This is an optimization exercise on Yosys and OpenROAD, whose aim is small area, a short achievable clock period and few clock cycles per item, not a production implementation.
No run shown here included a check of the RTL's function; only the layout flow was run.

==> flow/design.v (outline; a module is shown in full before it is edited, if it fits) <==
// module fir_top: 1158 lines
module fir_top (
    input  wire       clk,
    input  wire       resetN,
    input  wire       sampleClk,
    input  wire [7:0] sample,
    output reg  [7:0] sum,
    output reg        dav
);
  // ...
==> flow/run.sh <==
#!/bin/bash
# synth_recipe.tcl (not shown) runs the flow's synth.tcl, then flattens the netlist and writes it again
# the make line also repeats each setting of config.mk as NAME=value (left out here)
make -C /OpenROAD-flow-scripts/flow DESIGN_CONFIG=/design/flow/config.mk WORK_HOME=/design/flow/orfs CLKGATE_MAP_FILE= SYNTH_SCRIPT=/design/flow/synth_recipe.tcl finish
==> flow/config.mk <==
export PLATFORM = sky130hd
export DESIGN_NAME = fir_top
export DESIGN_NICKNAME = fir_top
export VERILOG_FILES = /design/flow/design.v
export SDC_FILE = /design/flow/constraint.sdc
export NUM_CORES = 4
export LEC_CHECK = 0
export CAP_MARGIN = 20
export CORE_MARGIN = 2
export CORE_UTILIZATION = 40
export SETUP_SLACK_MARGIN = 5
export SLEW_MARGIN = 20
==> flow/constraint.sdc <==
create_clock -name core_clock -period 10.0 [get_ports {clk}]
set_input_delay 2.0000 -clock core_clock [delete_from_list [all_inputs] [get_ports {clk}]]
set_output_delay 2.0000 -clock core_clock [all_outputs]
set_load 0.01 [all_outputs]
==> results_dict.tcl, run 1 <==
set metrics [dict create \
    clockNetworkAreaShare_pct 4.20 \
    cts-resized-gates 25 \
    regArea_um2 4490 \
    timing.rr.start "h1[4]" \
    start_util_pct 40.9 \
    cts_max_path_buffers 2 \
    synthTopCellsByArea "edfxtp_1, fa_1, ha_1" \
    worst_r2r_path_cells 22 \
    top_layer_used "met4" \
    largest_net_degree_at_the_start_of_global_routing 85 \
    run_status "timing/DRC/antenna clean" \
    synth.lib_cells_used.distinct 78 \
    hpwl_mm 19.4 \
    most_frequently_used_cell_type_in_the_post_synthesis_netlist "inv_1" \
    top_area_cell_class "multi-input combinational cells" \
    report.final.slew_viol_count 0 \
    finish.instance_area_um2 13800 \
    std_cell_rows 63 \
    synth-main-ff-cell "edfxtp_1" \
    maxSlewHeadroom_pct 27.3 \
    clk_root_buffer_cell "clkbuf_16" \
    cp_cell_sequence "clkdlybuf4s50_1, ha_1, and3b_1, a21oi_1, a31oi_2, o31a_1, o21ai_2, nand2b_1, ha_4, nand2b_4, or3_4, o41ai_4, nand2_2, o311ai_4, or4_1" \
    worst_path_top_cell_family_by_delay "simple AND/OR/NAND/NOR gates" \
    place.port_buffers 19 \
    met1Wirelength_mm 10.9 \
    die_width_um 179 \
    cp_num_cells 15 \
    wl_met3_um 569 \
    largest_family_of_logic_cells_by_synthesized_area "adder cells" \
    setup.worst_path.end "sum[2]" \
    core_area_um2 29800 \
    antenna_found_initial 1 \
    fp.dieH_um 179 \
    final_core_util_pct 46.4 \
    layout.cells.most_common "inv_1" \
    synth_common_cells "inv_1, edfxtp_1, ha_1, fa_1, xnor2_1" \
    worstHoldStart "h6[4]" \
]
==> run 2, diff against run 1 <==
--- a/flow/config.mk
+++ b/flow/config.mk
@@ -8,5 +8,4 @@
 export CAP_MARGIN = 20
 export CORE_MARGIN = 2
 export CORE_UTILIZATION = 40
-export SETUP_SLACK_MARGIN = 5
 export SLEW_MARGIN = 20
==> results_dict.tcl, run 2 <==
set metrics [dict create \
    area_delta_synth_final_pct 9.99 \
    timing.rr.start "h1[4]" \
    detail_route.iter0.violations 391 \
    synth-warning-count 1 \
    layout.cells.most_common "inv_1" \
    layout.cells.most_common_list "inv_1, edfxtp_1, ha_1" \
    hpwl_mm 19.5 \
    num_io_pins 20 \
    max_freq_mhz 171 \
    clock_network_latency_to_the_later_pin_of_the_worst_skew_pair_ns 0.43 \
    crit_path_start "h1[4]" \
    syn_nets 1339 \
    period_minus_slack_ns 5.85 \
    synth_largest_area_cell "edfxtp_1" \
    worstHoldStart "h4[5]" \
    cts-resized-gates 0 \
    clk_pin_slew_ns 0.07 \
    drc 0 \
    crit_arrival_ns 6.17 \
    setup.worst_path.end_class "flip-flop" \
    worst_slew_pin_slew_ns 1.08 \
    overflow 0 \
    final.period_utilization_pct 58.5 \
    via_per_inst 4.99 \
    drive_above_1_share_pct 6.16 \
    core_area_um2 29800 \
    nets 1369 \
    htree_levels 4 \
    start_util_pct 40.9 \
    synth_edf_count 140 \
    filler_cell_count 2760 \
    cts.hold.buffers_added 0 \
    cp_slowest_cell "nand3_1" \
    cp_data_required_time_ns 10.32 \
    grt_first_pass_wirelength_mm 39.9 \
    drt.antenna.violating_nets 0 \
    share_of_async_settable_or_async_resettable_flops_after_synthesis_pct 3.27 \
    wl_per_cell_um 16.0 \
    cts_tree "done" \
    instances_no_fill 1527 \
    grt_util_all_layers_pct 16.4 \
    largest_registers "t1 x20, t2 x20, m3 x10" \
    timing.critical_path.buf_inv 2 \
    run_status "timing/DRC/antenna clean" \
    synth-seq-area-share_pct 36.8 \
    clock-skew-final_ns 0.0133 \
    std_cell_rows 63 \
    synth.cell_area_um2 12200 \
    tns_ns 0 \
    dp_cells 1496 \
    post_cts_repair_timing_setup_buffer_count 0 \
    postSynthCellCount 1095 \
    fp.dieH_um 179 \
    clk_root_buffer_cell "clkbuf_16" \
    finalHoldViolCount 0 \
    number_of_clock_sinks_seen_by_cts 153 \
    report.final.slew_viol_count 0 \
    gp_congestion 0.855 \
    largest_net_degree_at_the_start_of_global_routing 82 \
    final-setup-viol-count 0 \
    first_global_vias 7903 \
    yosys_register_bits 153 \
    synthTopCellsByArea "edfxtp_1, fa_1, ha_1" \
    most_frequently_used_cell_type_in_the_post_synthesis_netlist "inv_1" \
    max_cap_violations 0 \
    antenna_found_initial 0 \
    num_cts_buffers 17 \
    maxSlewHeadroom_pct 28.0 \
    dieArea_um2 31900 \
    postSynthAreaPerCell_um2 11.1 \
    synth-main-ff-cell "edfxtp_1" \
    worstPathMaxFanout 26 \
    yosys.area.top_type_share_pct 34.5 \
    place.port_buffers 19 \
    synth.lib_cells_used.distinct 78 \
    cp_cell_sequence "inv_1, fa_1, fa_1, ha_1, a31oi_1, nor2b_1, o21a_1, o21a_1, o31a_1, a31oi_1, ha_1, inv_1, nor3_1, a221oi_1, nand3_1, and3_1, mux2_2, o21bai_1, a221o_1" \
    finalWirelength_mm 24.4 \
    drt_pre_antenna_iters 5 \
    synth_common_cells "inv_1, edfxtp_1, ha_1, fa_1, xnor2_1" \
    critical-path-max-stage-delay_ns 0.86 \
    final_core_util_pct 45.0 \
    hold_class "reg2reg" \
    worstSetupPathType "reg2reg" \
    grt_setup_unrepaired "false" \
    antenna-diode-count 0 \
    die_width_um 179 \
    detailroute.via_count 7614 \
    crit_path_start_kind "flip-flop" \
    worst_path_top_cell_family_by_delay "compound AO/OA/AOI/OAI gates" \
    cts_max_path_buffers 2 \
]
[run 2: worst register-to-register path: cells and delay by family (launching register included)]
kind                       cells  cell delay (ns)
AOI/OAI and AO/OA              8             1.78
adders and majority gates      4             1.48
muxes                          1             0.25
DFF                            1             0.43
buffers and inverters          2             0.18
and+or+nand+nor                4             1.62
[run 2: kinds of logic after synthesis]
kind of cell | share of synthesized area, %
compound gates | 10.1
xor+xnor | 6.33
fa+ha+maj | 29.7
buf+inv | 7.28
flops | 36.8
mux | 0.852
simple gates | 8.90
[run 2: final timing paths]
check	to	slack [ns]	depth (start not counted)
setup / recovery	sum[7]	4.15	19
hold / removal	h5[5]	0.42	0
setup reg to reg	sum[7]	4.15	19
hold reg to reg	h5[5]	0.42	0
max in group asynchronous	ic[2]	8.03	1
min in group asynchronous	ic[3]	1.78	1
[run 2: stage by stage]
stage          area [µm²]  hold WS, ns  setup WS (ns)
2_1_floorplan       12200        0.400           4.99
4_1_cts             13400        0.423           4.18
3_3_place_gp        12800        0.400           4.21
3_5_place_dp        12800        0.405           4.14
5_1_grt             13400        0.428           3.72
6_report            13400        0.421           4.15
[run 2: layer usage]
| metal | routed length (µm) | global-route usage (%) |
|---|---|---|
| met4 | 550 | 5.32 |
| met1 | 10600 | 19.5 |
| met5 | 0 | 0 |
| met2 | 12700 | 29.9 |
| met3 | 600 | 2.94 |
[run 2: layout make-up]
class / count / area (µm²) / area share [%]
well taps: 390 / 488 / 3.64
repair buffers: 22 / 213 / 1.59
flip-flops and latches: 153 / 4490 / 33.5
multi-input cells: 710 / 6810 / 50.8
clock inverters: 14 / 146 / 1.09
inverters: 221 / 830 / 6.19
clock buffers: 17 / 425 / 3.17

[static timing again, ports no longer ideal]
How much do the figures lean on ideal ports? The routed layouts below were timed once more, with nothing changed but the port constraints.
Step 1: set_driving_cell puts a clkbuf_16 on clk and a buf_2 on each other input, an assumption about the parent block.
Step 2 also shifts input and output timing later by t, the mid clock arrival at the registers, as if the neighbouring blocks saw the same clock.
a / b / c = ideal ports / drivers / drivers and shift; a / b = the first two.
| run | shift t [ns] | setup slack, ns | slew at the worst register clock pin (ns) | worst slew at a driven data input, ns | pins driven straight from the clock port |
|---|---|---|---|---|---|
| run 1 | 0.467 | 4.962 / 4.991 / 4.524 | 0.07 / 0.07 | 0.03 | 1 |
| run 2 | 0.478 | 4.147 / 4.147 / 4.126 | 0.08 / 0.08 | 0.04 | 1 |
After both steps every run listed still meets setup and hold. The setup slack of run 1, which loses most, moves by +0.029 ns with the drivers and by -0.438 ns with both steps.
